This design comes from an exercise in tuning for small area, a short achievable clock period and few clock cycles per item on the open sky130 flow, not from production work.
Function was checked by simulation only, so behaviour that the tests miss may differ from the original.

==> flow/design.v (outline; a module is shown in full before it is edited, if it fits) <==
// module fa: 4 lines
// module ha: 4 lines
// module winograd_tile: 10173 lines
module winograd_tile (
    input  logic         clk,
    input  logic         rst_n,
    input  logic         in_valid,
    input  logic [255:0] tile,     
    input  logic [143:0] kernel,   
    output logic         in_ready,
    output logic         out_valid,
    output logic [63:0]  y         
);
  // ...
==> flow/flow/run.sh <==
#!/bin/bash
set -e
cd "$(dirname "$0")/.."
export SETUP_SLACK_MARGIN=6.25
export BUFFER_PORTS_ARGS="-buffer_cell sky130_fd_sc_hd__buf_2"
bash standard.sh > standard.log 2>&1
==> flow/standard.sh <==
#!/bin/bash
# synth_recipe.tcl (not shown) runs the flow's synth.tcl, then flattens the netlist and writes it again
# the make line also repeats each setting of config.mk as NAME=value (left out here)
make -C /OpenROAD-flow-scripts/flow DESIGN_CONFIG=/design/flow/config.mk WORK_HOME=/design/flow/orfs CLKGATE_MAP_FILE= SYNTH_SCRIPT=/design/flow/synth_recipe.tcl "${@:-finish}"
==> flow/config.mk <==
export PLATFORM = sky130hd
export DESIGN_NAME = winograd_tile
export DESIGN_NICKNAME = winograd_tile
export VERILOG_FILES = /design/flow/design.v
export SDC_FILE = /design/flow/constraint.sdc
export NUM_CORES = 4
export LEC_CHECK = 0
export ABC_AREA = 1
export CAP_MARGIN = 25
export CORE_MARGIN = 2
export CORE_UTILIZATION = 65
export SLEW_MARGIN = 20
==> flow/constraint.sdc <==
create_clock -name core_clock -period 10.0 [get_ports {clk}]
set_input_delay 2.0000 -clock core_clock [delete_from_list [all_inputs] [get_ports {clk}]]
set_output_delay 2.0000 -clock core_clock [all_outputs]
set_load 0.01 [all_outputs]
==> flow_metrics.env, run 1 <==
export IMPL_status="no timing/DRC/antenna violations"
export IMPL_num_vias=143000
export IMPL_drc=0
export IMPL_met1_usage=0.599
export IMPL_final_cells=23800
export IMPL_grt_overflow_total=0
export IMPL_met1Wirelength_mm=239
export IMPL_start_util=0.655
export IMPL_hold_path_class="flip-flop to flip-flop"
export IMPL_wl_met3_mm=94.9
export IMPL_use_met2=0.635
export IMPL_layout_commonest_cell="inv_1"
export IMPL_cts_sinks=1802
export IMPL_r2r_cells=9
export IMPL_die_w_um=519
export IMPL_grtUsageTotal=0.473
export IMPL_finalClockSkew_ps=57.6
export IMPL_inv_count=4561
export IMPL_r2r_end="mc_r[68]$_DFF_P_"
export IMPL_yosysMostFrequentCell="inv_1"
export IMPL_netlist_instances=19700
export IMPL_crit_fanout=14
export IMPL_drtIter0Drc=19500
export IMPL_dpl_cell_area_um2=176000
export IMPL_diodes=91
export IMPL_grt_pass1_wl_mm=924
export IMPL_tightest_slew_ps=1310
export IMPL_ys_ff_latch=1802
export IMPL_setup_viol=0
Testbench counts, summed over its fixed seeds: cycles 8,040, items 8,000.
==> run 2: changes to the inputs <==
==> flow/flow/run.sh (replaced) <==
#!/bin/bash
set -e
cd "$(dirname "$0")/.."
export SETUP_SLACK_MARGIN=6.3
export BUFFER_PORTS_ARGS="-buffer_cell sky130_fd_sc_hd__buf_2"
bash standard.sh > standard.log 2>&1
--- a/flow/config.mk
+++ b/flow/config.mk
@@ -8,5 +8,5 @@
 export ABC_AREA = 1
 export CAP_MARGIN = 25
 export CORE_MARGIN = 2
-export CORE_UTILIZATION = 65
+export CORE_UTILIZATION = 50
 export SLEW_MARGIN = 20
==> run 2 against run 1 <==
Compared with the run above: via count down 4.3%; cell count increased by 4.8%; synthesized cell count unchanged; clock skew is 3.9 ps higher; non-clock buffer count rose by 48; first-iteration DRC count down 21%; still clean on timing, DRC and antenna.
==> flow_metrics.env, run 2 <==
export IMPL_hold_end="F_r[69]$_DFF_P_"
export IMPL_ys_seq_area_frac=0.210
export IMPL_syn_nets=23600
export IMPL_cts_root_buf="clkbuf_16"
export IMPL_cp_data_required_time_ps=10760
export IMPL_nets=24000
export IMPL_fin_crit_sh=0.372
export IMPL_grt_overflow_total=0
export IMPL_grtUsageTotal=0.373
export IMPL_synth_area_top_cells="fa_1 (25%), dfxtp_1 (21%), xor2_1 (12%)"
export IMPL_syn_avg_cell_area_um2=8.72
export IMPL_rsz0062_at_grt="yes"
export IMPL_r2r_cells=10
export IMPL_ys_types=53
export IMPL_layout_commonest_cell="inv_1"
export IMPL_r2r_end="F_r[89]$_DFF_P_"
export IMPL_clk_latency_ps=970
export IMPL_fin_util=0.558
export IMPL_synth_common_cells="inv_1 (4436), xor2_1 (2309), fa_1 (2164)"
export IMPL_crit_fanout=4
export IMPL_hp_start="W_r[53]$_DFF_P_"
export IMPL_synth_edf_count=0
export IMPL_wl_per_cell_um=26.4
export IMPL_drive_gt1_frac=0.103
export IMPL_netlist_instances=19700
export IMPL_wirelength_mm=661
export IMPL_port_buffers=467
export IMPL_netlist_area_leader_share=0.252
export IMPL_die_w_um=591
export IMPL_fill_cells=32000
export IMPL_die_y_um=591
export IMPL_final_cell_mix="inv_1 (4317), xor2_1 (2292), fa_1 (2134), nand2_1 (1966), dfxtp_1 (1584)"
export IMPL_clk_pin_slew_ps=60
export IMPL_status="no timing/DRC/antenna violations"
export IMPL_ant_nets=0
export IMPL_syn_to_final_growth_pct=11.2
export IMPL_grt_pass1_wl_mm=932
export IMPL_start_util=0.502
export IMPL_yosys_area_top_type="fa_1"
export IMPL_cp_start_kind="flip-flop"
export IMPL_drtIter0Drc=15300
export IMPL_num_io_pins=469
export IMPL_gp_congestion=1.04
export IMPL_post_dp_hpwl_mm=557
export IMPL_ys_async_sr_fraction=0.00277
export IMPL_cts_max_path_buffers=4
export IMPL_tightest_slew_ps=1140
export IMPL_cts_sinks=1802
export IMPL_yosysMostFrequentCell="inv_1"
export IMPL_finalClockSkew_ps=61.5
export IMPL_htreeDepth=4
export IMPL_tns_ps=0
export IMPL_num_vias=137000
export IMPL_die_area_um2=349000
export IMPL_tritoncts="done"
export IMPL_arrival_ps=4480
export IMPL_ys_flop_type="dfxtp_1"
export IMPL_cp_end_kind="flip-flop"
export IMPL_place_inst=24100
export IMPL_period_needed_ps=3720
export IMPL_reg_largest_list="F_r (256), mc_r (256), ms_r (256)"
export IMPL_cts_made_buffers=214
export IMPL_maxCapViolCount=0
export IMPL_setup_viol=0
export IMPL_ys_ff_latch=1802
export IMPL_drc=0
export IMPL_final_cells=25000
export IMPL_grt_pass1_vias=133000
export IMPL_hold_path_depth=0
export IMPL_drv_slew=0
export IMPL_ctsHoldBuffers=0
export IMPL_criticalPathCategory="flip-flop to flip-flop"
export IMPL_reg2reg_slack_ps=6280
export IMPL_vias_per_cell=5.48
export IMPL_dr_pass1_iters=9
export IMPL_syn_area_um2=172000
export IMPL_max_slew_margin=0.236
export IMPL_antenna_found_initial=125
export IMPL_fmax_mhz=269
export IMPL_core_area_um2=343000
export IMPL_yosysWarnings=1
export IMPL_timing_final_hold_violations=0
export IMPL_num_rows=215
export IMPL_r2r_start="W_r[81]$_DFF_P_"
export IMPL_grt_max_degree=31
export IMPL_hold_path_class="flip-flop to flip-flop"
## run 2: cell counts after synthesis
No cell type changed its count.
## run 2: metrics by stage
| step | hold WS (ps) | instance area, um^2 | setup slack, ps |
|---|---|---|---|
| floorplan | 331 | 173000 | 6120 |
| global placement | 332 | 178000 | 5100 |
| detailed placement | 336 | 178000 | 5230 |
| CTS | 348 | 188000 | 6250 |
| global route | 353 | 191000 | 6210 |
| finish | 343 | 192000 | 6280 |
## run 2: how the worst max path moves through the flow
stage | start | to | slack, ps | cells after the start
final | W_r[81]$_DFF_P_ | F_r[89]$_DFF_P_ | 6280 | 10
after global routing | I_r[233]$_DFF_P_ | mc_r[234]$_DFF_P_ | 6210 | 12
after CTS | I_r[229]$_DFF_P_ | mc_r[230]$_DFF_P_ | 6250 | 10
after detailed placement | I_r[197]$_DFF_P_ | mc_r[198]$_DFF_P_ | 5230 | 10
after global placement | I_r[21]$_DFF_P_ | mc_r[22]$_DFF_P_ | 5100 | 10
after floorplan | kernel[65] | W_r[122]$_DFF_P_ | 6120 | 14
## run 2: per-layer routing
layer / part of all wire / global-route usage / vias to the layer above
met3: 0.11 / 0.103 / 1285
met2: 0.40 / 0.525 / 6792
met4: 0.087 / 0.265 / 58
met5: 0.00057 / 0 / -
li1: - / - / 62500
met1: 0.40 / 0.494 / 66200
## run 2: final cells by class
class	count	area, um^2	area share
Multi-Input combinational cell	12700	118000	0.616
Sequential cell	1802	36700	0.192
Inverter	4557	17600	0.0921
Clock buffer	269	5860	0.0306
Timing Repair Buffer	868	5710	0.0298
Tap cell	4557	5700	0.0298
Clock inverter	124	1600	0.00836
Antenna cell	135	338	0.00176
Timing Repair inverter	1	5.00	0.0000261
## run 2: cells by family after synthesis
group           after synthesis  synth area share
other cells                   1         0.0000218
flops                      1802             0.210
simple gates               3299            0.0782
compound gates             3313             0.114
fa+ha+maj                  3500             0.349
xor+xnor                   2564             0.130
buf+inv                    5265             0.119
## run 2: worst max-delay path: stages (launching register included)
cell,delay (ps)
dfxtp_1,540
inv_1,150
fa_1,540
inv_1,80
fa_1,410
o21ai_1,280
a21oi_1,240
o21ai_2,310
nand2_1,90
nand2_1,80
xor2_1,800
## run 2: repair_timing
| item | in CTS | in global routing |
|---|---|---|
| endpoints found under the setup margin | 526 | 350 |
| setup buffers | 147 | 177 |
| cloned | 0 | 4 |
| pin swaps | 25 | 73 |
| gates resized for setup | 551 | 468 |
| hold endpoints to repair | 0 | 0 |
==> run 3: changes to the inputs <==
--- a/flow/config.mk
+++ b/flow/config.mk
@@ -8,5 +8,5 @@
 export ABC_AREA = 1
 export CAP_MARGIN = 25
 export CORE_MARGIN = 2
-export CORE_UTILIZATION = 50
+export CORE_UTILIZATION = 58
 export SLEW_MARGIN = 20
==> run 3 against run 2 <==
Compared with the run above: highest routed layer unchanged; non-clock buffer count is the same; clock-buffer cell count shrank 4; critical path depth fell by 3; global-route usage increased by 4.9 points; core utilization increased by 8.4 points; die area decreased by 14%; critical endpoint is now I_r[213]$_DFF_P_; clock skew shrank 20 ps.
==> flow_metrics.env, run 3 <==
export IMPL_status="no timing/DRC/antenna violations"
export IMPL_drive_gt1_frac=0.102
export IMPL_die_w_um=549
export IMPL_cts_sinks=1802
export IMPL_yosysMostFrequentCell="inv_1"
export IMPL_hold_path_class="flip-flop to flip-flop"
export IMPL_layout_commonest_cell="inv_1"
export IMPL_tns_ps=0
export IMPL_finalClockSkew_ps=41.0
export IMPL_grt_max_degree=35
export IMPL_crit_fanout=10
export IMPL_core_area_um2=296000
export IMPL_vias_per_cell=5.69
export IMPL_syn_nets=23600
export IMPL_gp_congestion=1.06
export IMPL_cts_root_buf="clkbuf_16"
export IMPL_num_io_pins=469
export IMPL_ys_async_sr_fraction=0.00277
export IMPL_syn_to_final_growth_pct=10.4
export IMPL_num_rows=200
export IMPL_clk_pin_slew_ps=70
export IMPL_clk_latency_ps=930
export IMPL_fin_crit_sh=0.377
export IMPL_rsz0062_at_grt="yes"
export IMPL_reg_largest_list="F_r (256), mc_r (256), ms_r (256)"
export IMPL_ant_nets=0
export IMPL_cts_max_path_buffers=4
export IMPL_final_cells=24300
export IMPL_period_needed_ps=3770
export IMPL_ctsHoldBuffers=0
export IMPL_cp_end_kind="flip-flop"
export IMPL_grt_pass1_wl_mm=913
export IMPL_tightest_slew_ps=1190
export IMPL_final_cell_mix="inv_1 (4315), xor2_1 (2296), fa_1 (2144), nand2_1 (1966), dfxtp_1 (1591)"
export IMPL_max_slew_margin=0.201
export IMPL_die_y_um=549
export IMPL_timing_final_hold_violations=0
export IMPL_cp_start_kind="flip-flop"
export IMPL_netlist_area_leader_share=0.252
export IMPL_wirelength_mm=644
export IMPL_wl_per_cell_um=26.5
export IMPL_start_util=0.582
export IMPL_ys_types=53
export IMPL_drc=0
export IMPL_fmax_mhz=265
export IMPL_syn_area_um2=172000
export IMPL_netlist_instances=19700
export IMPL_setup_viol=0
export IMPL_antenna_found_initial=95
export IMPL_post_dp_hpwl_mm=537
export IMPL_yosys_area_top_type="fa_1"
export IMPL_port_buffers=467
export IMPL_grtUsageTotal=0.422
export IMPL_drtIter0Drc=15900
export IMPL_reg2reg_slack_ps=6230
export IMPL_grt_overflow_total=0
export IMPL_maxCapViolCount=0
export IMPL_htreeDepth=4
export IMPL_ys_flop_type="dfxtp_1"
export IMPL_cts_made_buffers=206
export IMPL_num_vias=138000
export IMPL_synth_edf_count=0
export IMPL_ys_ff_latch=1802
export IMPL_nets=24000
export IMPL_synth_common_cells="inv_1 (4436), xor2_1 (2309), fa_1 (2164)"
export IMPL_grt_pass1_vias=133000
export IMPL_syn_avg_cell_area_um2=8.72
export IMPL_dr_pass1_iters=8
export IMPL_place_inst=23500
export IMPL_fill_cells=25800
export IMPL_synth_area_top_cells="fa_1 (25%), dfxtp_1 (21%), xor2_1 (12%)"
export IMPL_cp_data_required_time_ps=10720
export IMPL_die_area_um2=301000
export IMPL_tritoncts="done"
export IMPL_arrival_ps=4490
export IMPL_drv_slew=0
export IMPL_criticalPathCategory="flip-flop to flip-flop"
export IMPL_ys_seq_area_frac=0.210
export IMPL_yosysWarnings=1
## run 3: cell counts after synthesis
Identical to the previous run, type by type.
## run 3: worst paths after layout
| check | start | to | depth (start not counted) |
|---|---|---|---|
| max | D_r[225]$_DFF_P_ | I_r[213]$_DFF_P_ | 7 |
| min | W_r[63]$_DFF_P_ | F_r[79]$_DFF_P_ | 0 |
| max reg2reg | D_r[225]$_DFF_P_ | I_r[213]$_DFF_P_ | 7 |
| max in group asynchronous | rst_n | vp[0]$_DFF_PN0_ | 1 |
| min in group asynchronous | rst_n | vp[4]$_DFF_PN0_ | 1 |
| min reg2reg | W_r[63]$_DFF_P_ | F_r[79]$_DFF_P_ | 0 |
## run 3: logic make-up (layout without fill, tap and decap cells)
group                    Yosys count  after routing  synth area share
buffers and inverters           5265           5809             0.119
adder cells (fa/ha/maj)         3500           3500             0.349
AO/OA/AOI/OAI                   3313           3313             0.114
AND/OR/NAND/NOR                 3299           3299            0.0782
XOR/XNOR                        2564           2564             0.130
flip-flops                      1802           1802             0.210
other                              1             97         0.0000218
## run 3: worst max-delay path: stages, from the launching register on
cell and delay (ps):
dfxtp_1 780, inv_1 560, ha_1 460, nand2_1 60, o21ai_1 430, a21oi_1 120
o21ai_0 490, xor2_4 630
## run 3: metal layers
metal | track usage | routed length, um
met3 | 0.149 | 81100
met2 | 0.575 | 252000
met1 | 0.550 | 252000
met5 | 0 | 510
met4 | 0.309 | 58300
## run 3: metrics by stage
stage                      util  hold WS (ps)  setup slack (ps)  instance area, um^2
after floorplan               -           331              6120               173000
after global placement    0.598           336              5290               177000
after detailed placement  0.599           336              5250               177000
after CTS                 0.630           343              6280               186000
after global routing      0.642           350              6210               190000
final                     0.642           345              6230               190000
## run 3: cell type report
cell class / count / area (um^2) / share of cell area
antenna: 96 / 240 / 0.00126
clock inverter: 115 / 1430 / 0.00753
clock buffer: 265 / 5760 / 0.0303
multi-input combinational: 12700 / 118000 / 0.620
tap: 3939 / 4930 / 0.0259
timing repair inverter: 4 / 22.5 / 0.000118
inverter: 4557 / 17600 / 0.0926
timing repair buffer: 868 / 5610 / 0.0295
sequential: 1802 / 36700 / 0.193
## run 3: timing repair
action,in CTS,in global routing
gates resized for setup,530,445
hold endpoints to repair,0,0
setup endpoints to repair,525,367
gates cloned,0,6
buffers inserted,93,233
pin swaps,22,82
==> run 4: changes to the inputs <==
==> flow/flow/run.sh (replaced) <==
#!/bin/bash
# The standard layout (standard.sh), with three changes to how it is made
# (constraints and synthesis are unchanged):
#  1. After the standard synthesis, flow/invpush.py removes inverters around
#     the full-adder cells (FA(~a,~b,~c) = ~FA(a,b,c)); registers and ports
#     are untouched, only inverters are added or removed.
#  2. Timing repair is asked to leave more setup slack than the 10 ns clock
#     needs, so that it speeds up the critical paths.
#  3. Every port is still buffered, with a plain buf_2 instead of the delay
#     cell that buffer_ports picks by default.
set -euo pipefail
cd "$(dirname "$0")/.."
export SETUP_SLACK_MARGIN=6.3
export BUFFER_PORTS_ARGS="-buffer_cell sky130_fd_sc_hd__buf_2"
R="$(pwd)/orfs/results/sky130hd/winograd_tile/base"
bash standard.sh synth > synth.log 2>&1
cp "$R/1_2_yosys.v" ./1_2_yosys_standard.v
python3 flow/invpush.py ./1_2_yosys_standard.v "$R/1_2_yosys.v" > invpush.log 2>&1
rm -f "$R/1_synth.odb" "$R/1_synth.sdc"
bash standard.sh > standard.log 2>&1
==> flow/flow/invpush.py (new file) <==
#!/usr/bin/env python3
"""Removes inverters around full-adder cells of a flat netlist.

A full adder with all three inputs inverted gives both outputs inverted:
FA(~a,~b,~c) = (~s, ~co).  Where most of an fa cell's inputs come through
inverters, the cell is flipped: it takes the inverters' inputs instead, and
inverters that only served to undo its outputs are dropped; any pin that still
needs the other polarity gets an inverter.  Registers and ports are untouched.
Usage: invpush.py IN.v OUT.v"""
import re, sys

src = open(sys.argv[1]).read()
cell_re = re.compile(r'^  (sky130_fd_sc_hd__\w+) (\S+ ?) \(\n(.*?)\n  \);\n', re.S | re.M)
pin_re = re.compile(r'\.(\w+)\((.*?)\)(?:,|$)', re.M)
first = cell_re.search(src)
header = src[:first.start()]
tail_start = None
cells = {}
order = []
pos = first.start()
for m in cell_re.finditer(src):
    assert m.start() == pos, "unexpected netlist text at %d" % pos
    pos = m.end()
    typ, name, body = m.group(1), m.group(2).strip(), m.group(3)
    pins = {}
    for line in body.split('\n'):
        pm = re.match(r'\s*\.(\w+)\((.*)\),?\s*$', line)
        assert pm, line
        pins[pm.group(1)] = pm.group(2).strip()
    cells[name] = [typ, pins]
    order.append(name)
footer = src[pos:]
assert footer.strip() == 'endmodule', footer[:200]

ports = set()
for m in re.finditer(r'^\s*(input|output)\s+(?:\[(\d+):(\d+)\]\s+)?(\S+);', header, re.M):
    if m.group(2):
        for i in range(int(m.group(3)), int(m.group(2)) + 1):
            ports.add(f"{m.group(4)}[{i}]")
    else:
        ports.add(m.group(4))

OUTPINS = {'X', 'Y', 'Q', 'Q_N', 'SUM', 'COUT', 'HI', 'LO'}
def is_inv(t): return re.match(r'sky130_fd_sc_hd__(clk)?inv_\d+$', t) is not None
def is_fa(t): return re.match(r'sky130_fd_sc_hd__fa_\d+$', t) is not None
def is_const(n): return "'" in n

driver, sinks = {}, {}
def add_sink(n, c, p): sinks.setdefault(n, []).append((c, p))
def del_sink(n, c, p): sinks[n].remove((c, p))
for name in order:
    typ, pins = cells[name]
    for p, n in pins.items():
        if p in OUTPINS: driver[n] = (name, p)
        else: add_sink(n, name, p)

counter = [0]
new_wires = []
def fresh_net():
    counter[0] += 1
    n = f"_ipn{counter[0]}_"
    new_wires.append(n)
    return n
def fresh_cell():
    counter[0] += 1
    return f"_ipc{counter[0]}_"

def inv_driver(n):
    d = driver.get(n)
    if d and is_inv(cells[d[0]][0]): return d[0]
    return None
def inv_sink(n):
    for (c, p) in sinks.get(n, []):
        if c in cells and is_inv(cells[c][0]) and cells[c][1]['Y'] not in ports:
            return c
    return None

def gain(f):
    typ, pins = cells[f]
    g = 0
    ins = [pins['A'], pins['B'], pins['CIN']]
    if any(is_const(n) for n in ins): return -99
    for n in ins:
        i = inv_driver(n)
        if i is not None:
            if len(sinks[n]) == 1 and n not in ports: g += 1
        elif inv_sink(n) is None:
            g -= 1
    for p in ('SUM', 'COUT'):
        n = pins[p]
        other = 0
        for (c, q) in sinks.get(n, []):
            if is_inv(cells[c][0]) and cells[c][1]['Y'] not in ports: g += 1
            else: other += 1
        if other or n in ports: g -= 1
    return g

def new_inv(a, y):
    c = fresh_cell()
    cells[c] = ['sky130_fd_sc_hd__inv_1', {'A': a, 'Y': y}]
    order.append(c)
    add_sink(a, c, 'A')
    driver[y] = (c, 'Y')
    return c

def remove_cell(c):
    typ, pins = cells[c]
    for p, n in pins.items():
        if p in OUTPINS: driver.pop(n, None)
        else: del_sink(n, c, p)
    del cells[c]

def reconnect(c, p, n_new):
    n_old = cells[c][1][p]
    del_sink(n_old, c, p)
    cells[c][1][p] = n_new
    add_sink(n_new, c, p)

def flip(f):
    typ, pins = cells[f]
    for p in ('A', 'B', 'CIN'):
        n = pins[p]
        i = inv_driver(n)
        if i is not None:
            x = cells[i][1]['A']
            reconnect(f, p, x)
            if not sinks[n] and n not in ports:
                remove_cell(i)
        else:
            j = inv_sink(n)
            if j is not None:
                reconnect(f, p, cells[j][1]['Y'])
            else:
                y = fresh_net()
                new_inv(n, y)
                reconnect(f, p, y)
    for p in ('SUM', 'COUT'):
        n = pins[p]
        m = fresh_net()
        driver.pop(n, None)
        pins[p] = m
        driver[m] = (f, p)
        for (c, q) in list(sinks.get(n, [])):
            if c in cells and is_inv(cells[c][0]) and cells[c][1]['Y'] not in ports:
                o = cells[c][1]['Y']
                remove_cell(c)
                for (c2, q2) in list(sinks.get(o, [])):
                    reconnect(c2, q2, m)
        if sinks.get(n) or n in ports:
            new_inv(m, n)

before = sum(1 for c in cells.values() if is_inv(c[0]))
for it in range(20):
    changed = 0
    for f in list(order):
        if f in cells and is_fa(cells[f][0]) and gain(f) > 0:
            flip(f)
            changed += 1
    if not changed: break
after = sum(1 for c in cells.values() if is_inv(c[0]))
print(f"invpush: inverters {before} -> {after}", file=sys.stderr)

def fmt(n): return n + ' ' if n.startswith('\\') else n
out = [header]
for w in new_wires:
    if w in driver or w in sinks:
        out.append(f"  wire {w};\n")
for name in order:
    if name not in cells: continue
    typ, pins = cells[name]
    body = ",\n".join(f"    .{p}({fmt(n)})" for p, n in pins.items())
    out.append(f"  {typ} {fmt(name)} (\n{body}\n  );\n")
out.append(footer)
open(sys.argv[2], 'w').write("".join(out))
==> run 4 against run 3 <==
Compared with the run above: die area shrank 3.4%; still clean; sequential share of layout area rose by 0.61 points; global-route usage grew 0.90 points; cell count fell by 7.0%; routed wire length decreased by 0.98%.
==> flow_metrics.env, run 4 <==
export IMPL_multi_input_area_um2=118000
export IMPL_max_slew_margin=0.160
export IMPL_vias_per_cell=5.87
export IMPL_startpoint="I_r[249]$_DFF_P_"
export IMPL_crit_path_end="mc_r[255]$_DFF_P_"
export IMPL_criticalPathCategory="flip-flop to flip-flop"
export IMPL_critPathMaxStageDelay_ps=460
export IMPL_rsz0062_at_grt="yes"
export IMPL_busiest_layer="met2"
export IMPL_core_area_um2=285000
export IMPL_setup_viol=0
export IMPL_met1_usage=0.552
export IMPL_status="no timing/DRC/antenna violations"
export IMPL_use_met2=0.586
export IMPL_path_buf_inv=3
export IMPL_drive_gt1_frac=0.108
export IMPL_cp_data_required_time_ps=10740
export IMPL_arrival_ps=4440
export IMPL_critical_path_top_delay_family="adder cells"
export IMPL_reg2reg_slack_ps=6300
export IMPL_final_cell_mix="inv_1 (2763), xor2_1 (2290), fa_1 (2142), nand2_1 (1971), dfxtp_1 (1609)"
export IMPL_htreeDepth=4
export IMPL_layout_commonest_cell="inv_1"
export IMPL_final_setup_worst_slack_ps=6300
export IMPL_fin_crit_sh=0.370
export IMPL_syn_nets=22100
export IMPL_fmax_mhz=270
export IMPL_netlist_instances=18200
export IMPL_wl_per_cell_um=28.2
export IMPL_wirelength_mm=638
export IMPL_cts_max_path_buffers=4
export IMPL_syn_to_final_growth_pct=10.7
export IMPL_die_area_um2=291000
export IMPL_num_vias=133000
export IMPL_nets=22500
export IMPL_drc=0
export IMPL_crit_cells=13
export IMPL_cp_end_kind="flip-flop"
export IMPL_tritoncts="done"
export IMPL_yosysWarnings=1
export IMPL_antenna_found_initial=119
export IMPL_final_cells=22600
export IMPL_syn_area_um2=166000
export IMPL_r2r_end="mc_r[255]$_DFF_P_"
export IMPL_register_area_um2=36600
export IMPL_cp_start_kind="flip-flop"
export IMPL_r2r_cells=13
export IMPL_num_io_pins=469
export IMPL_drtIter0Drc=16000
export IMPL_fill_cells=24200
export IMPL_tightest_slew_ps=1260
export IMPL_grt_max_degree=60
export IMPL_drv_slew=0
export IMPL_pre_cts_ws_ps=5270
export IMPL_reg_largest_list="F_r (256), mc_r (256), ms_r (256)"
export IMPL_gp_congestion=1.07
export IMPL_die_y_um=539
export IMPL_maxCapViolCount=0
export IMPL_port_buffers=467
export IMPL_num_rows=196
export IMPL_die_w_um=539
export IMPL_crit_fanout=8
export IMPL_r2r_start="I_r[249]$_DFF_P_"
export IMPL_met3_usage=0.174
export IMPL_critPathSlowestCell="fa_1"
export IMPL_cts_sinks=1802
export IMPL_grt_pass1_vias=128000
export IMPL_grtUsageTotal=0.431
export IMPL_grt_pass1_wl_mm=898
export IMPL_fin_util=0.646
export IMPL_timing_final_hold_violations=0
export IMPL_grt_overflow_total=0
export IMPL_tns_ps=0
export IMPL_path_cells="buf_12, nor2_4, inv_1, o21ai_4, clkinvlp_2, o22ai_1, xor2_1, fa_1, fa_1, xor2_1, xnor2_1, nand3b_1, nand2_1"
export IMPL_syn_avg_cell_area_um2=9.15
export IMPL_ctsHoldBuffers=0
export IMPL_period_needed_ps=3700
export IMPL_dr_pass1_iters=7
export IMPL_hold_path_class="flip-flop to flip-flop"
export IMPL_finalClockSkew_ps=89.8
export IMPL_cts_made_buffers=206
export IMPL_ant_nets=0
export IMPL_clk_latency_ps=980
export IMPL_start_util=0.583
export IMPL_cts_root_buf="clkbuf_16"
export IMPL_post_dp_hpwl_mm=537
export IMPL_place_inst=21800
export IMPL_clk_pin_slew_ps=60
-- run 4: worst min path at each step --
stage,slack [ps],cells past startpoint,end,start
finish,350,0,vp[1]$_DFF_PN0_,vp[0]$_DFF_PN0_
floorplan,330,0,F_r[127]$_DFF_P_,W_r[95]$_DFF_P_
detailed placement,340,0,vp[1]$_DFF_PN0_,vp[0]$_DFF_PN0_
global placement,330,0,vp[3]$_DFF_PN0_,vp[2]$_DFF_PN0_
CTS,350,0,vp[1]$_DFF_PN0_,vp[0]$_DFF_PN0_
global route,360,0,vp[1]$_DFF_PN0_,vp[0]$_DFF_PN0_
-- run 4: area by class of cell --
class	count	share of cell area
clock buffers	256	0.0307
repair inverters	4	0.000122
well taps	3762	0.0256
repair buffers	884	0.0318
inverters	2982	0.0635
diodes	130	0.00177
flip-flops and latches	1802	0.199
clock inverters	117	0.00883
multi-input cells	12700	0.639
-- run 4: per-layer routing --
metal  wire [um]  up-vias
li1            -    59400
met1      246000    64500
met2      251000     7435
met3       85600     1429
met4       54700       62
met5         407        -
-- run 4: timing repair --
action,4_1_cts,5_1_grt
setup buffers,123,184
setup endpoints to repair,517,326
endpoints found under the hold margin,0,0
pin swaps,20,87
resized for setup,522,441
cloned,1,3
-- run 4: per-stage QoR --
step | area (um^2) | hold WS, ps
4_1_cts | 181000 | 349
2_1_floorplan | 167000 | 331
6_report | 184000 | 351
5_1_grt | 184000 | 362
3_3_place_gp | 171000 | 332
3_5_place_dp | 171000 | 336
==> run 5: changes to the inputs <==
--- a/flow/flow/run.sh
+++ b/flow/flow/run.sh
@@ -3,7 +3,9 @@
 # (constraints and synthesis are unchanged):
 #  1. After the standard synthesis, flow/invpush.py removes inverters around
 #     the full-adder cells (FA(~a,~b,~c) = ~FA(a,b,c)); registers and ports
-#     are untouched, only inverters are added or removed.
+#     are untouched, only inverters are added or removed; a gate followed
+#     by an inverter becomes the complementary gate (xor2 <-> xnor2,
+#     nand2 -> and2, nor2 -> or2).
 #  2. Timing repair is asked to leave more setup slack than the 10 ns clock
 #     needs, so that it speeds up the critical paths.
 #  3. Every port is still buffered, with a plain buf_2 instead of the delay
--- a/flow/flow/invpush.py
+++ b/flow/flow/invpush.py
@@ -5,7 +5,9 @@
 FA(~a,~b,~c) = (~s, ~co).  Where most of an fa cell's inputs come through
 inverters, the cell is flipped: it takes the inverters' inputs instead, and
 inverters that only served to undo its outputs are dropped; any pin that still
-needs the other polarity gets an inverter.  Registers and ports are untouched.
+needs the other polarity gets an inverter.  Registers and ports are untouched.  Then a gate driving only an inverter
+becomes the complementary gate (xor2/xnor2, nand2 -> and2, nor2 -> or2),
+and inverter pairs are removed.
 Usage: invpush.py IN.v OUT.v"""
 import re, sys
 
@@ -157,6 +159,39 @@
             flip(f)
             changed += 1
     if not changed: break
+# Peepholes: gate + inverter -> complementary gate; inverter pairs.
+SWAP = {
+    'sky130_fd_sc_hd__xor2_1': ('sky130_fd_sc_hd__xnor2_1', 'X', 'Y'),
+    'sky130_fd_sc_hd__xnor2_1': ('sky130_fd_sc_hd__xor2_1', 'Y', 'X'),
+    'sky130_fd_sc_hd__nand2_1': ('sky130_fd_sc_hd__and2_1', 'Y', 'X'),
+    'sky130_fd_sc_hd__nor2_1': ('sky130_fd_sc_hd__or2_1', 'Y', 'X'),
+}
+peep = 0
+for i in list(order):
+    if i not in cells or not is_inv(cells[i][0]): continue
+    n, o = cells[i][1]['A'], cells[i][1]['Y']
+    if n in ports or o in ports: continue
+    d = driver.get(n)
+    if d is None or len(sinks.get(n, [])) != 1: continue
+    dc = d[0]
+    if cells[dc][0] in SWAP:
+        nt, op, np_ = SWAP[cells[dc][0]]
+        remove_cell(i)
+        pins = cells[dc][1]
+        driver.pop(n, None)
+        del pins[op]
+        pins[np_] = o
+        cells[dc][0] = nt
+        driver[o] = (dc, np_)
+        peep += 1
+    elif is_inv(cells[dc][0]) and cells[dc][1]['A'] not in ports:
+        x = cells[dc][1]['A']
+        remove_cell(i)
+        for (c2, q2) in list(sinks.get(o, [])):
+            reconnect(c2, q2, x)
+        if not sinks.get(n): remove_cell(dc)
+        peep += 1
+print(f"invpush: peepholes {peep}", file=sys.stderr)
 after = sum(1 for c in cells.values() if is_inv(c[0]))
 print(f"invpush: inverters {before} -> {after}", file=sys.stderr)
 
==> run 5 against run 4 <==
Compared with the run above: first-iteration DRC count decreased by 0.41%; largest cell class unchanged; synthesized area shrank 0.26%; critical path depth decreased by 2; flip-flop and latch count unchanged; clock skew decreased by 41 ps; via count down 0.11%; critical endpoint is now mc_r[217]$_DFF_P_.
==> flow_metrics.env, run 5 <==
export IMPL_r2r_cells=11
export IMPL_criticalPathCategory="flip-flop to flip-flop"
export IMPL_fin_hold_ws_ps=339
export IMPL_syn_nets=21900
export IMPL_grt_max_degree=60
export IMPL_grt_pass1_wl_mm=909
export IMPL_r2r_end="mc_r[217]$_DFF_P_"
export IMPL_nets=22300
export IMPL_reg2reg_slack_ps=6270
export IMPL_layout_commonest_cell="inv_1"
export IMPL_drc=0
export IMPL_drtIter0Drc=15900
export IMPL_hp_start="vp[1]$_DFF_PN0_"
export IMPL_fmax_mhz=268
export IMPL_yosysWarnings=1
export IMPL_cts_root_buf="clkbuf_16"
export IMPL_die_y_um=539
export IMPL_drive_gt1_frac=0.109
export IMPL_grtUsageTotal=0.438
export IMPL_setup_viol=0
export IMPL_cp_start_kind="flip-flop"
export IMPL_tightest_slew_ps=1280
export IMPL_status="no timing/DRC/antenna violations"
export IMPL_die_w_um=539
export IMPL_wirelength_mm=647
export IMPL_hold_path_class="flip-flop to flip-flop"
export IMPL_maxCapViolCount=0
export IMPL_tritoncts="done"
export IMPL_start_util=0.582
export IMPL_syn_area_um2=166000
export IMPL_fin_util=0.647
export IMPL_die_area_um2=290000
export IMPL_fin_crit_sh=0.373
export IMPL_period_needed_ps=3730
export IMPL_cts_sinks=1802
export IMPL_arrival_ps=4530
export IMPL_port_buffers=467
export IMPL_grt_pass1_vias=128000
export IMPL_clk_pin_slew_ps=70
export IMPL_cts_made_buffers=210
export IMPL_dr_pass1_iters=7
export IMPL_register_area_um2=36600
export IMPL_max_slew_margin=0.145
export IMPL_vias_per_cell=5.92
export IMPL_num_rows=196
export IMPL_gp_congestion=1.10
export IMPL_fill_cells=23900
export IMPL_num_vias=133000
export IMPL_htreeDepth=4
export IMPL_netlist_instances=18000
export IMPL_finalClockSkew_ps=48.5
export IMPL_hold_path_depth=0
export IMPL_grt_overflow_total=0
export IMPL_r2r_start="I_r[217]$_DFF_P_"
export IMPL_antenna_found_initial=127
export IMPL_multi_input_area_um2=118000
export IMPL_drv_slew=0
export IMPL_reg_largest_list="F_r (256), mc_r (256), ms_r (256)"
export IMPL_cts_max_path_buffers=4
export IMPL_crit_fanout=7
export IMPL_core_area_um2=285000
export IMPL_ctsHoldBuffers=0
export IMPL_syn_to_final_growth_pct=11.0
export IMPL_timing_final_hold_violations=0
export IMPL_final_cell_mix="inv_1 (2605), xor2_1 (2205), fa_1 (2127), nand2_1 (1868), dfxtp_1 (1615)"
export IMPL_tns_ps=0
export IMPL_clk_latency_ps=940
export IMPL_ant_nets=0
export IMPL_cp_end_kind="flip-flop"
export IMPL_wl_per_cell_um=28.9
export IMPL_num_io_pins=469
export IMPL_syn_avg_cell_area_um2=9.22
export IMPL_post_dp_hpwl_mm=545
export IMPL_cp_data_required_time_ps=10800
export IMPL_rsz0062_at_grt="yes"
export IMPL_hold_end="vp[2]$_DFF_PN0_"
## run 5: changes by cell type in the layout (fill, tap and decap cells not counted), sizes merged, moves of 22 or more
cell and change:
and2 +98, xnor2 +80, buf -30, nand2 -98, xor2 -80, clkinv +22
clkinvlp -27, inv -157
## run 5: worst max path at each step
stage,startpoint,endpoint,slack [ps],cells after the start
after global placement,I_r[37]$_DFF_P_,mc_r[43]$_DFF_P_,5310,9
after CTS,I_r[233]$_DFF_P_,mc_r[233]$_DFF_P_,6230,12
after global routing,I_r[217]$_DFF_P_,mc_r[217]$_DFF_P_,6200,12
final,I_r[217]$_DFF_P_,mc_r[217]$_DFF_P_,6270,11
after floorplan,kernel[113],W_r[122]$_DFF_P_,6180,12
after detailed placement,I_r[197]$_DFF_P_,mc_r[203]$_DFF_P_,5330,9
## run 5: layout make-up
class                      count  share of cell area
multi-input combinational  12700               0.642
sequential                  1802               0.199
inverter                    2803              0.0594
timing repair buffer         856              0.0309
clock buffer                 250              0.0308
tap                         3762              0.0256
clock inverter               139              0.0102
antenna                      129             0.00175
timing repair inverter         4            0.000109
## run 5: through the flow
| step | setup WS [ps] | instance area [um^2] | instances |
|---|---|---|---|
| after floorplan | 6180 | 166000 | 18000 |
| after global placement | 5310 | 171000 | 21600 |
| after detailed placement | 5330 | 171000 | 21600 |
| after CTS | 6230 | 180000 | 22100 |
| after global routing | 6200 | 184000 | 22300 |
| final | 6270 | 184000 | 22400 |
## run 5: timing repair
| action | CTS | global route |
|---|---|---|
| buffers inserted | 96 | 198 |
| gates resized for setup | 537 | 462 |
| gates cloned | 0 | 5 |
| pin swaps | 20 | 109 |
| setup endpoints to repair | 520 | 343 |
## run 5: layer usage
metal,track usage,wire (um),vias up,share of wire
li1,-,-,59000,-
met1,0.560,247000,64400,0.38
met2,0.601,255000,7715,0.39
met3,0.187,92000,1451,0.14
met4,0.287,53000,78,0.082
met5,0,542,-,0.00084
## run 5: worst max-delay path: stages (launching register included)
cell and delay (ps):
dfxtp_1 370, buf_12 170, nor2_2 90, nor2_4 210, clkinvlp_4 270, o22ai_2 250
xor2_1 220, fa_2 510, fa_2 400, fa_1 470, fa_1 560, inv_1 50
==> run 6: changes to the inputs <==
--- a/flow/flow/run.sh
+++ b/flow/flow/run.sh
@@ -3,9 +3,10 @@
 # (constraints and synthesis are unchanged):
 #  1. After the standard synthesis, flow/invpush.py removes inverters around
 #     the full-adder cells (FA(~a,~b,~c) = ~FA(a,b,c)); registers and ports
-#     are untouched, only inverters are added or removed; a gate followed
+#     are untouched; then a gate followed
 #     by an inverter becomes the complementary gate (xor2 <-> xnor2,
-#     nand2 -> and2, nor2 -> or2).
+#     nand2 -> and2, nor2 -> or2), and half adders fed through
+#     inverters become xor2/nor2 or xnor2/nor2b pairs.
 #  2. Timing repair is asked to leave more setup slack than the 10 ns clock
 #     needs, so that it speeds up the critical paths.
 #  3. Every port is still buffered, with a plain buf_2 instead of the delay
--- a/flow/flow/invpush.py
+++ b/flow/flow/invpush.py
@@ -7,7 +7,8 @@
 inverters that only served to undo its outputs are dropped; any pin that still
 needs the other polarity gets an inverter.  Registers and ports are untouched.  Then a gate driving only an inverter
 becomes the complementary gate (xor2/xnor2, nand2 -> and2, nor2 -> or2),
-and inverter pairs are removed.
+and inverter pairs are removed.  Half adders fed through inverters become
+xor2/nor2 or xnor2/nor2b pairs.
 Usage: invpush.py IN.v OUT.v"""
 import re, sys
 
@@ -191,7 +192,44 @@
             reconnect(c2, q2, x)
         if not sinks.get(n): remove_cell(dc)
         peep += 1
-print(f"invpush: peepholes {peep}", file=sys.stderr)
+# Half adders fed through inverters: HA(~a,~b) = (xor2(a,b), nor2(a,b));
+# HA(a,~b) = (xnor2(a,b), nor2b(A=b, B_N=a)).
+def single_inv(n):
+    i = inv_driver(n)
+    if i is None or n in ports or len(sinks.get(n, [])) != 1: return None
+    if cells[i][1]['A'] in ports: return None
+    return i
+def is_ha(t): return t == 'sky130_fd_sc_hd__ha_1'
+def add_cell(typ, pins):
+    c = fresh_cell()
+    cells[c] = [typ, pins]
+    order.append(c)
+    for p, n in pins.items():
+        if p in OUTPINS: driver[n] = (c, p)
+        else: add_sink(n, c, p)
+hap = 0
+for h in list(order):
+    if h not in cells or not is_ha(cells[h][0]): continue
+    pins = cells[h][1]
+    a, b, so, co = pins['A'], pins['B'], pins['SUM'], pins['COUT']
+    if is_const(a) or is_const(b) or a == b: continue
+    ia, ib = single_inv(a), single_inv(b)
+    if ia is None and ib is None: continue
+    remove_cell(h)
+    if ia is not None and ib is not None:
+        xa, xb = cells[ia][1]['A'], cells[ib][1]['A']
+        remove_cell(ia); remove_cell(ib)
+        add_cell('sky130_fd_sc_hd__xor2_1', {'A': xa, 'B': xb, 'X': so})
+        add_cell('sky130_fd_sc_hd__nor2_1', {'A': xa, 'B': xb, 'Y': co})
+    else:
+        if ia is not None:   # make b the inverted one
+            a, b, ia, ib = b, a, None, ia
+        xb = cells[ib][1]['A']
+        remove_cell(ib)
+        add_cell('sky130_fd_sc_hd__xnor2_1', {'A': a, 'B': xb, 'Y': so})
+        add_cell('sky130_fd_sc_hd__nor2b_1', {'A': xb, 'B_N': a, 'Y': co})
+    hap += 1
+print(f"invpush: peepholes {peep}, half adders {hap}", file=sys.stderr)
 after = sum(1 for c in cells.values() if is_inv(c[0]))
 print(f"invpush: inverters {before} -> {after}", file=sys.stderr)
 
==> run 6 against run 5 <==
Compared with the run above: still clean; cell count decreased by 0.15%; via count decreased by 0.14%; global-route usage decreased by 0.43 points; routed wire length decreased by 1.6%; critical path type unchanged.
==> flow_metrics.env, run 6 <==
export IMPL_multi_input_area_um2=118000
export IMPL_critical_path_top_delay_family="adder cells"
export IMPL_layout_commonest_cell="inv_1"
export IMPL_cp_data_required_time_ps=10790
export IMPL_start_util=0.582
export IMPL_setup_viol=0
export IMPL_clk_latency_ps=950
export IMPL_dpl_cell_area_um2=170000
export IMPL_register_area_um2=36600
export IMPL_cts_sinks=1802
export IMPL_core_area_um2=284000
export IMPL_reg2reg_slack_ps=6330
export IMPL_period_needed_ps=3670
export IMPL_ant_nets=0
export IMPL_fin_crit_sh=0.367
export IMPL_die_y_um=538
export IMPL_status="no timing/DRC/antenna violations"
export IMPL_crit_fanout=10
export IMPL_reg_largest_list="F_r (256), mc_r (256), ms_r (256)"
export IMPL_num_io_pins=469
export IMPL_critPathSlowestCell="fa_1"
export IMPL_fmax_mhz=273
export IMPL_cts_made_buffers=205
export IMPL_hold_path_depth=0
export IMPL_hold_path_class="flip-flop to flip-flop"
export IMPL_worst_path_most_repeated_cell="fa_1"
export IMPL_vias_per_cell=5.92
export IMPL_post_dp_hpwl_mm=532
export IMPL_ctsHoldBuffers=0
export IMPL_grtUsageTotal=0.434
export IMPL_tightest_slew_ps=1270
export IMPL_grt_overflow_total=0
export IMPL_die_area_um2=289000
export IMPL_wirelength_mm=637
export IMPL_final_cell_mix="inv_1 (2257), xor2_1 (2241), fa_1 (2147), nand2_1 (1877), dfxtp_1 (1645)"
export IMPL_gp_congestion=1.11
export IMPL_yosysWarnings=1
export IMPL_cts_max_path_buffers=4
export IMPL_syn_nets=21500
export IMPL_arrival_ps=4460
export IMPL_antenna_found_initial=143
export IMPL_num_vias=133000
export IMPL_fill_cells=24400
export IMPL_syn_avg_cell_area_um2=9.20
export IMPL_fin_area_um2=182000
export IMPL_cp_end_kind="flip-flop"
export IMPL_num_rows=196
export IMPL_cts_root_buf="clkbuf_16"
export IMPL_port_buffers=467
export IMPL_drtIter0Drc=15900
export IMPL_die_w_um=538
export IMPL_path_cells="buf_6, or2_4, o21ai_4, clkinvlp_4, o22ai_2, xor2_1, fa_1, fa_1, fa_1, fa_1, inv_1"
export IMPL_nets=21900
export IMPL_drc=0
export IMPL_syn_to_final_growth_pct=10.1
export IMPL_clk_pin_slew_ps=70
export IMPL_grt_pass1_vias=127000
export IMPL_netlist_instances=18000
export IMPL_grt_pass1_wl_mm=892
export IMPL_timing_final_hold_violations=0
export IMPL_tritoncts="done"
export IMPL_grt_max_degree=45
export IMPL_finalClockSkew_ps=69.0
export IMPL_drive_gt1_frac=0.100
export IMPL_cp_start_kind="flip-flop"
export IMPL_wl_per_cell_um=28.4
export IMPL_syn_area_um2=165000
export IMPL_dr_pass1_iters=8
export IMPL_r2r_cells=11
export IMPL_htreeDepth=4
export IMPL_critPathMaxStageDelay_ps=540
export IMPL_tns_ps=0
export IMPL_maxCapViolCount=0
export IMPL_criticalPathCategory="flip-flop to flip-flop"
export IMPL_max_slew_margin=0.149
export IMPL_rsz0062_at_grt="yes"
export IMPL_crit_cells=11
export IMPL_drv_slew=0
export IMPL_path_buf_inv=3
run 6: changes by cell type in the layout (fill, tap and decap cells not counted), sizes merged, moves of 15 or more:
cell and delta:
diode +37, clkinv -18, inv -350, clkbuf +15, buf -33, nor2b +303, ha -326, nor2 +23
xnor2 +303, xor2 +23
run 6: layout make-up:
class	instances	share of cell area
clock inverters	110	0.00713
clock buffers	266	0.0318
diodes	166	0.00228
repair buffers	822	0.0285
repair inverters	3	0.0000962
flip-flops and latches	1802	0.201
well taps	3762	0.0259
multi-input cells	13000	0.651
inverters	2454	0.0529
run 6: through the flow:
stage / util / setup slack (ps) / hold WS, ps / cells
final: 0.640 / 6330 / 343 / 22400
after global routing: 0.639 / 6220 / 345 / 22200
after CTS: 0.629 / 6290 / 341 / 22000
after detailed placement: 0.598 / 5240 / 335 / 21600
after global placement: 0.597 / 5270 / 333 / 21600
after floorplan: - / 6190 / 331 / 18000
run 6: path summary, 6_finish.rpt:
check	startpoint	endpoint
min in group asynchronous	rst_n	vp[4]$_DFF_PN0_
hold / removal	W_r[95]$_DFF_P_	F_r[127]$_DFF_P_
hold reg to reg	W_r[95]$_DFF_P_	F_r[127]$_DFF_P_
setup / recovery	I_r[233]$_DFF_P_	mc_r[233]$_DFF_P_
setup reg to reg	I_r[233]$_DFF_P_	mc_r[233]$_DFF_P_
max in group asynchronous	rst_n	vp[2]$_DFF_PN0_
run 6: metal layers:
metal,global-route usage,vias to the layer above,share of wire
li1,-,58900,-
met2,0.591,7764,0.39
met3,0.158,1608,0.12
met5,0,-,0.00069
met1,0.539,64200,0.38
met4,0.379,66,0.11
run 6: repair_timing:
item | in CTS | in global routing
pin swaps | 12 | 63
gates resized for setup | 468 | 353
hold endpoints to repair | 0 | 0
gates cloned | 1 | 3
setup endpoints to repair | 514 | 316
buffers inserted | 79 | 179
==> run 7: changes to the inputs <==
--- a/flow/flow/run.sh
+++ b/flow/flow/run.sh
@@ -13,7 +13,7 @@
 #     cell that buffer_ports picks by default.
 set -euo pipefail
 cd "$(dirname "$0")/.."
-export SETUP_SLACK_MARGIN=6.3
+export SETUP_SLACK_MARGIN=6.35
 export BUFFER_PORTS_ARGS="-buffer_cell sky130_fd_sc_hd__buf_2"
 R="$(pwd)/orfs/results/sky130hd/winograd_tile/base"
 bash standard.sh synth > synth.log 2>&1
==> run 7 against run 6 <==
Compared with the run above: register-to-register slack improved by 50 ps; design area is 0.92% higher; synthesized cell count stayed put; routed wire length grew 0.18%; first-iteration DRC count fell by 4.0%; sequential share of layout area down 0.14 points; critical path depth decreased by 1; core utilization increased by 0.59 points; flip-flop and latch count is the same; via count increased by 0.46%.
==> flow_metrics.env, run 7 <==
export IMPL_status="no timing/DRC/antenna violations"
export IMPL_num_io_pins=469
export IMPL_hold_path_depth=0
export IMPL_grt_overflow_total=0
export IMPL_die_area_um2=289000
export IMPL_rsz0062_at_grt="yes"
export IMPL_grt_max_degree=45
export IMPL_r2r_cells=10
export IMPL_cp_start_kind="flip-flop"
export IMPL_syn_to_final_growth_pct=11.1
export IMPL_hold_path_class="flip-flop to flip-flop"
export IMPL_drv_slew=0
export IMPL_final_cell_mix="inv_1 (2249), xor2_1 (2227), fa_1 (2136), nand2_1 (1872), dfxtp_1 (1613)"
export IMPL_syn_avg_cell_area_um2=9.20
export IMPL_arrival_ps=4450
export IMPL_num_vias=133000
export IMPL_reg_largest_list="F_r (256), mc_r (256), ms_r (256)"
export IMPL_cts_made_buffers=208
export IMPL_worst_path_most_repeated_cell="fa_1"
export IMPL_wl_per_cell_um=28.4
export IMPL_core_area_um2=284000
export IMPL_layout_commonest_cell="inv_1"
export IMPL_tightest_slew_ps=1250
export IMPL_dr_pass1_iters=8
export IMPL_drive_gt1_frac=0.111
export IMPL_grtUsageTotal=0.433
export IMPL_syn_area_um2=165000
export IMPL_critPathMaxStageDelay_ps=540
export IMPL_die_y_um=538
export IMPL_fin_crit_sh=0.362
export IMPL_ant_nets=0
export IMPL_clk_pin_slew_ps=70
export IMPL_path_cells="or2_4, o21ai_4, clkinvlp_4, o22ai_2, xor2_1, fa_1, fa_1, fa_1, fa_1, inv_1"
export IMPL_period_needed_ps=3620
export IMPL_syn_nets=21500
export IMPL_vias_per_cell=5.93
export IMPL_htreeDepth=4
export IMPL_cp_end_kind="flip-flop"
export IMPL_yosysWarnings=1
export IMPL_fmax_mhz=276
export IMPL_tns_ps=0
export IMPL_critPathSlowestCell="fa_1"
export IMPL_maxCapViolCount=0
export IMPL_antenna_found_initial=131
export IMPL_port_buffers=467
export IMPL_start_util=0.582
export IMPL_criticalPathCategory="flip-flop to flip-flop"
export IMPL_max_slew_margin=0.161
export IMPL_cp_data_required_time_ps=10830
export IMPL_setup_viol=0
export IMPL_post_dp_hpwl_mm=531
export IMPL_place_inst=21600
export IMPL_final_cells=22500
export IMPL_finalClockSkew_ps=61.1
export IMPL_grt_pass1_wl_mm=895
export IMPL_ctsHoldBuffers=0
export IMPL_drc=0
export IMPL_cts_max_path_buffers=4
export IMPL_grt_pass1_vias=128000
export IMPL_tritoncts="done"
export IMPL_drtIter0Drc=15300
export IMPL_netlist_instances=18000
export IMPL_nets=22000
export IMPL_crit_fanout=7
export IMPL_timing_final_hold_violations=0
export IMPL_die_w_um=538
export IMPL_wirelength_mm=638
export IMPL_gp_congestion=1.04
export IMPL_clk_latency_ps=950
export IMPL_cts_root_buf="clkbuf_16"
export IMPL_cts_sinks=1802
export IMPL_num_rows=196
==> run 7: critical path, delay by kind of cell (launching register included) <==
family / cells / cell delay, ps
fa+ha+maj: 4 / 1990
buf+inv: 2 / 330
simple gates: 1 / 270
compound gates: 2 / 380
flops: 1 / 370
xor+xnor: 1 / 180
==> run 7: through the flow <==
| stage | area, um^2 | utilization | worst slack [ps] | hold slack (ps) |
|---|---|---|---|---|
| after floorplan | 166000 | - | 6190 | 331 |
| after global placement | 170000 | 0.598 | 5190 | 333 |
| after detailed placement | 170000 | 0.599 | 5200 | 346 |
| after CTS | 180000 | 0.632 | 6330 | 359 |
| after global routing | 183000 | 0.645 | 6260 | 365 |
| final | 184000 | 0.646 | 6380 | 358 |
==> run 7: what timing repair did <==
| action | 4_1_cts | 5_1_grt |
|---|---|---|
| pin swaps | 19 | 96 |
| endpoints found under the setup margin | 526 | 339 |
| gates resized for setup | 543 | 432 |
| cloned | 1 | 3 |
| setup buffers | 94 | 237 |
==> run 7: metal layers <==
metal | wire length [um] | GRT usage | vias up
met5 | 476 | 0 | -
met4 | 63400 | 0.348 | 70
met3 | 76500 | 0.144 | 1505
met2 | 259000 | 0.610 | 7704
met1 | 239000 | 0.542 | 64800
li1 | - | - | 59100
==> run 7: area by class of cell <==
class	instances	area, um^2
sequential	1802	36600
timing repair inverter	2	10.0
clock inverter	129	1790
tap	3762	4710
antenna	140	350
fill	24100	101000
timing repair buffer	905	5890
clock buffer	257	5680
multi-input combinational	13000	119000
inverter	2454	9680
==> run 7: path summary, 6_finish.rpt <==
kind | end | slack, ps | from
max in group asynchronous | vp[4]$_DFF_PN0_ | 9000 | rst_n
hold reg to reg | vp[3]$_DFF_PN0_ | 360 | vp[2]$_DFF_PN0_
setup reg to reg | mc_r[235]$_DFF_P_ | 6380 | I_r[233]$_DFF_P_
hold / removal | vp[3]$_DFF_PN0_ | 360 | vp[2]$_DFF_PN0_
min in group asynchronous | vp[2]$_DFF_PN0_ | 870 | rst_n
setup / recovery | mc_r[235]$_DFF_P_ | 6380 | I_r[233]$_DFF_P_
==> run 8: changes to the inputs <==
--- a/flow/flow/run.sh
+++ b/flow/flow/run.sh
@@ -13,7 +13,7 @@
 #     cell that buffer_ports picks by default.
 set -euo pipefail
 cd "$(dirname "$0")/.."
-export SETUP_SLACK_MARGIN=6.35
+export SETUP_SLACK_MARGIN=6.4
 export BUFFER_PORTS_ARGS="-buffer_cell sky130_fd_sc_hd__buf_2"
 R="$(pwd)/orfs/results/sky130hd/winograd_tile/base"
 bash standard.sh synth > synth.log 2>&1
==> run 8 against run 7 <==
Compared with the run above: cell count increased by 0.20%; register-to-register slack got worse by 30 ps; die area unchanged; first-iteration DRC count increased by 0.58%; clock-buffer cell count decreased by 6; flip-flop and latch count unchanged; synthesized area unchanged; design area increased by 0.44%; via count decreased by 0.54%; critical path type unchanged; largest cell class unchanged; highest routed layer unchanged.
==> flow_metrics.env, run 8 <==
export IMPL_reg_largest_list="F_r (256), mc_r (256), ms_r (256)"
export IMPL_worst_path_most_repeated_cell="nand2_1"
export IMPL_arrival_ps=4340
export IMPL_hold_path_class="flip-flop to flip-flop"
export IMPL_gp_congestion=1.06
export IMPL_tritoncts="done"
export IMPL_post_dp_hpwl_mm=529
export IMPL_fin_crit_sh=0.364
export IMPL_drtIter0Drc=15400
export IMPL_hold_path_depth=0
export IMPL_r2r_cells=8
export IMPL_cp_end_kind="flip-flop"
export IMPL_fin_hold_ws_ps=352
export IMPL_maxCapViolCount=0
export IMPL_grt_pass1_vias=126000
export IMPL_cts_root_buf="clkbuf_16"
export IMPL_die_w_um=538
export IMPL_core_area_um2=284000
export IMPL_path_buf_inv=1
export IMPL_nets=22000
export IMPL_tns_ps=0
export IMPL_drc=0
export IMPL_crit_cells=8
export IMPL_wl_per_cell_um=28.2
export IMPL_htreeDepth=4
export IMPL_ctsHoldBuffers=0
export IMPL_yosysWarnings=1
export IMPL_final_cell_mix="inv_1 (2249), xor2_1 (2219), fa_1 (2121), nand2_1 (1859), dfxtp_1 (1618)"
export IMPL_num_vias=132000
export IMPL_port_buffers=467
export IMPL_rsz0062_at_grt="yes"
export IMPL_vias_per_cell=5.89
export IMPL_fin_util=0.649
export IMPL_cts_made_buffers=207
export IMPL_antenna_found_initial=128
export IMPL_syn_to_final_growth_pct=11.6
export IMPL_ant_nets=0
export IMPL_grt_max_degree=31
export IMPL_dr_pass1_iters=8
export IMPL_reg2reg_slack_ps=6360
export IMPL_critPathMaxStageDelay_ps=820
export IMPL_status="no timing/DRC/antenna violations"
export IMPL_critPathSlowestCell="dfxtp_1"
export IMPL_syn_area_um2=165000
export IMPL_criticalPathCategory="flip-flop to flip-flop"
export IMPL_layout_commonest_cell="inv_1"
export IMPL_die_y_um=538
export IMPL_period_needed_ps=3640
export IMPL_syn_avg_cell_area_um2=9.20
export IMPL_fill_cells=23900
export IMPL_cts_max_path_buffers=4
export IMPL_grt_overflow_total=0
export IMPL_clk_latency_ps=960
export IMPL_fmax_mhz=274
export IMPL_crit_fanout=4
export IMPL_finalClockSkew_ps=86.8
export IMPL_wirelength_mm=636
export IMPL_start_util=0.582
export IMPL_grtUsageTotal=0.431
export IMPL_timing_final_hold_violations=0
export IMPL_drive_gt1_frac=0.118
export IMPL_cp_start_kind="flip-flop"
export IMPL_drv_slew=0
export IMPL_cts_sinks=1802
export IMPL_tightest_slew_ps=1240
export IMPL_grt_pass1_wl_mm=889
export IMPL_netlist_instances=18000
export IMPL_max_slew_margin=0.173
export IMPL_path_cells="inv_1, ha_1, nor2_1, nand2_1, nand2_1, a31o_2, a21oi_1, xor2_1"
export IMPL_clk_pin_slew_ps=60
export IMPL_setup_viol=0
export IMPL_syn_nets=21500
export IMPL_critical_path_top_delay_family="flip-flops"
export IMPL_cp_data_required_time_ps=10700
export IMPL_num_rows=196
export IMPL_die_area_um2=289000
export IMPL_num_io_pins=469
==> run 8: layout make-up <==
cell class,count,area [um^2],share of cell area
antenna,145,363,0.00197
clock buffer,251,5660,0.0307
clock inverter,128,1570,0.00851
inverter,2454,9760,0.0529
multi-input combinational,13000,119000,0.647
sequential,1802,36600,0.199
tap,3762,4710,0.0255
timing repair buffer,949,6330,0.0343
timing repair inverter,4,22.5,0.000122
==> run 8: through the flow <==
stage	instance area (um^2)	worst slack, ps	cells
finish	185000	6360	22500
floorplan	166000	6190	18000
global route	184000	6340	22400
CTS	180000	6320	22100
global placement	170000	5340	21600
detailed placement	170000	5300	21600
==> run 8: repair_timing <==
| action | in CTS | in global routing |
|---|---|---|
| hold endpoints to repair | 0 | 0 |
| cloned | 4 | 4 |
| setup endpoints to repair | 524 | 343 |
| gates resized for setup | 572 | 524 |
| pin swaps | 24 | 126 |
| setup buffers | 114 | 256 |
==> run 8: per-layer routing <==
| metal | up-vias | routed length (um) | GRT usage | share of wire |
|---|---|---|---|---|
| li1 | 59200 | - | - | - |
| met1 | 64200 | 239000 | 0.538 | 0.38 |
| met2 | 7482 | 255000 | 0.599 | 0.40 |
| met3 | 1488 | 76500 | 0.153 | 0.12 |
| met4 | 66 | 64800 | 0.355 | 0.10 |
| met5 | - | 440 | 0 | 0.00069 |
==> run 8: final timing paths <==
| kind | from | to |
|---|---|---|
| worst max register to register | D_r[161]$_DFF_P_ | I_r[169]$_DFF_P_ |
| max in group asynchronous | rst_n | vp[4]$_DFF_PN0_ |
| min in group asynchronous | rst_n | vp[1]$_DFF_PN0_ |
| worst max-delay path | D_r[161]$_DFF_P_ | I_r[169]$_DFF_P_ |
| worst min register to register | vp[3]$_DFF_PN0_ | vp[4]$_DFF_PN0_ |
| worst min-delay path | vp[3]$_DFF_PN0_ | vp[4]$_DFF_PN0_ |

==> port drivers added, routing unchanged <==
The flow's constraints put no driver on any port. The routed layouts listed below were extracted and timed again, unchanged, in two steps.
Step 1 sets driving cells, clkbuf_16 on the clock port and buf_2 on the other inputs (assumed; they add their load-dependent delay and slew).
Step 2 moves the port delays by t, midway between the first and last clock arrival at a register: inputs arrive t later, outputs are due t later. That takes back most of the time a late clock gives input paths.
a / b / c = ideal ports / drivers / drivers and shift; a / b = the first two.
run | shift t [ns] | slack for setup (ns) | worst register clock-pin slew, ns | worst slew at a driven data input, ns | cell pins on the clock port's net
run 1 | 1.051 | 5.997 / 5.997 / 5.410 | 0.08 / 0.08 | 0.22 | 1
run 2 | 1.067 | 6.280 / 6.280 / 5.394 | 0.07 / 0.07 | 0.25 | 1
run 3 | 1.028 | 6.233 / 6.233 / 5.367 | 0.08 / 0.08 | 0.18 | 1
run 4 | 1.051 | 6.300 / 6.300 / 5.308 | 0.07 / 0.07 | 0.42 | 1
run 5 | 1.034 | 6.274 / 6.274 / 5.461 | 0.07 / 0.07 | 0.29 | 1
run 6 | 1.038 | 6.334 / 6.334 / 5.441 | 0.08 / 0.08 | 0.33 | 1
run 7 | 1.032 | 6.383 / 6.383 / 5.433 | 0.07 / 0.07 | 0.45 | 1
run 8 | 1.036 | 6.356 / 6.356 / 5.553 | 0.07 / 0.07 | 0.23 | 1
After both steps every run listed still meets setup and hold. The setup slack of run 4, which loses most, moves by 0.000 ns with the drivers and by -0.992 ns with both steps.
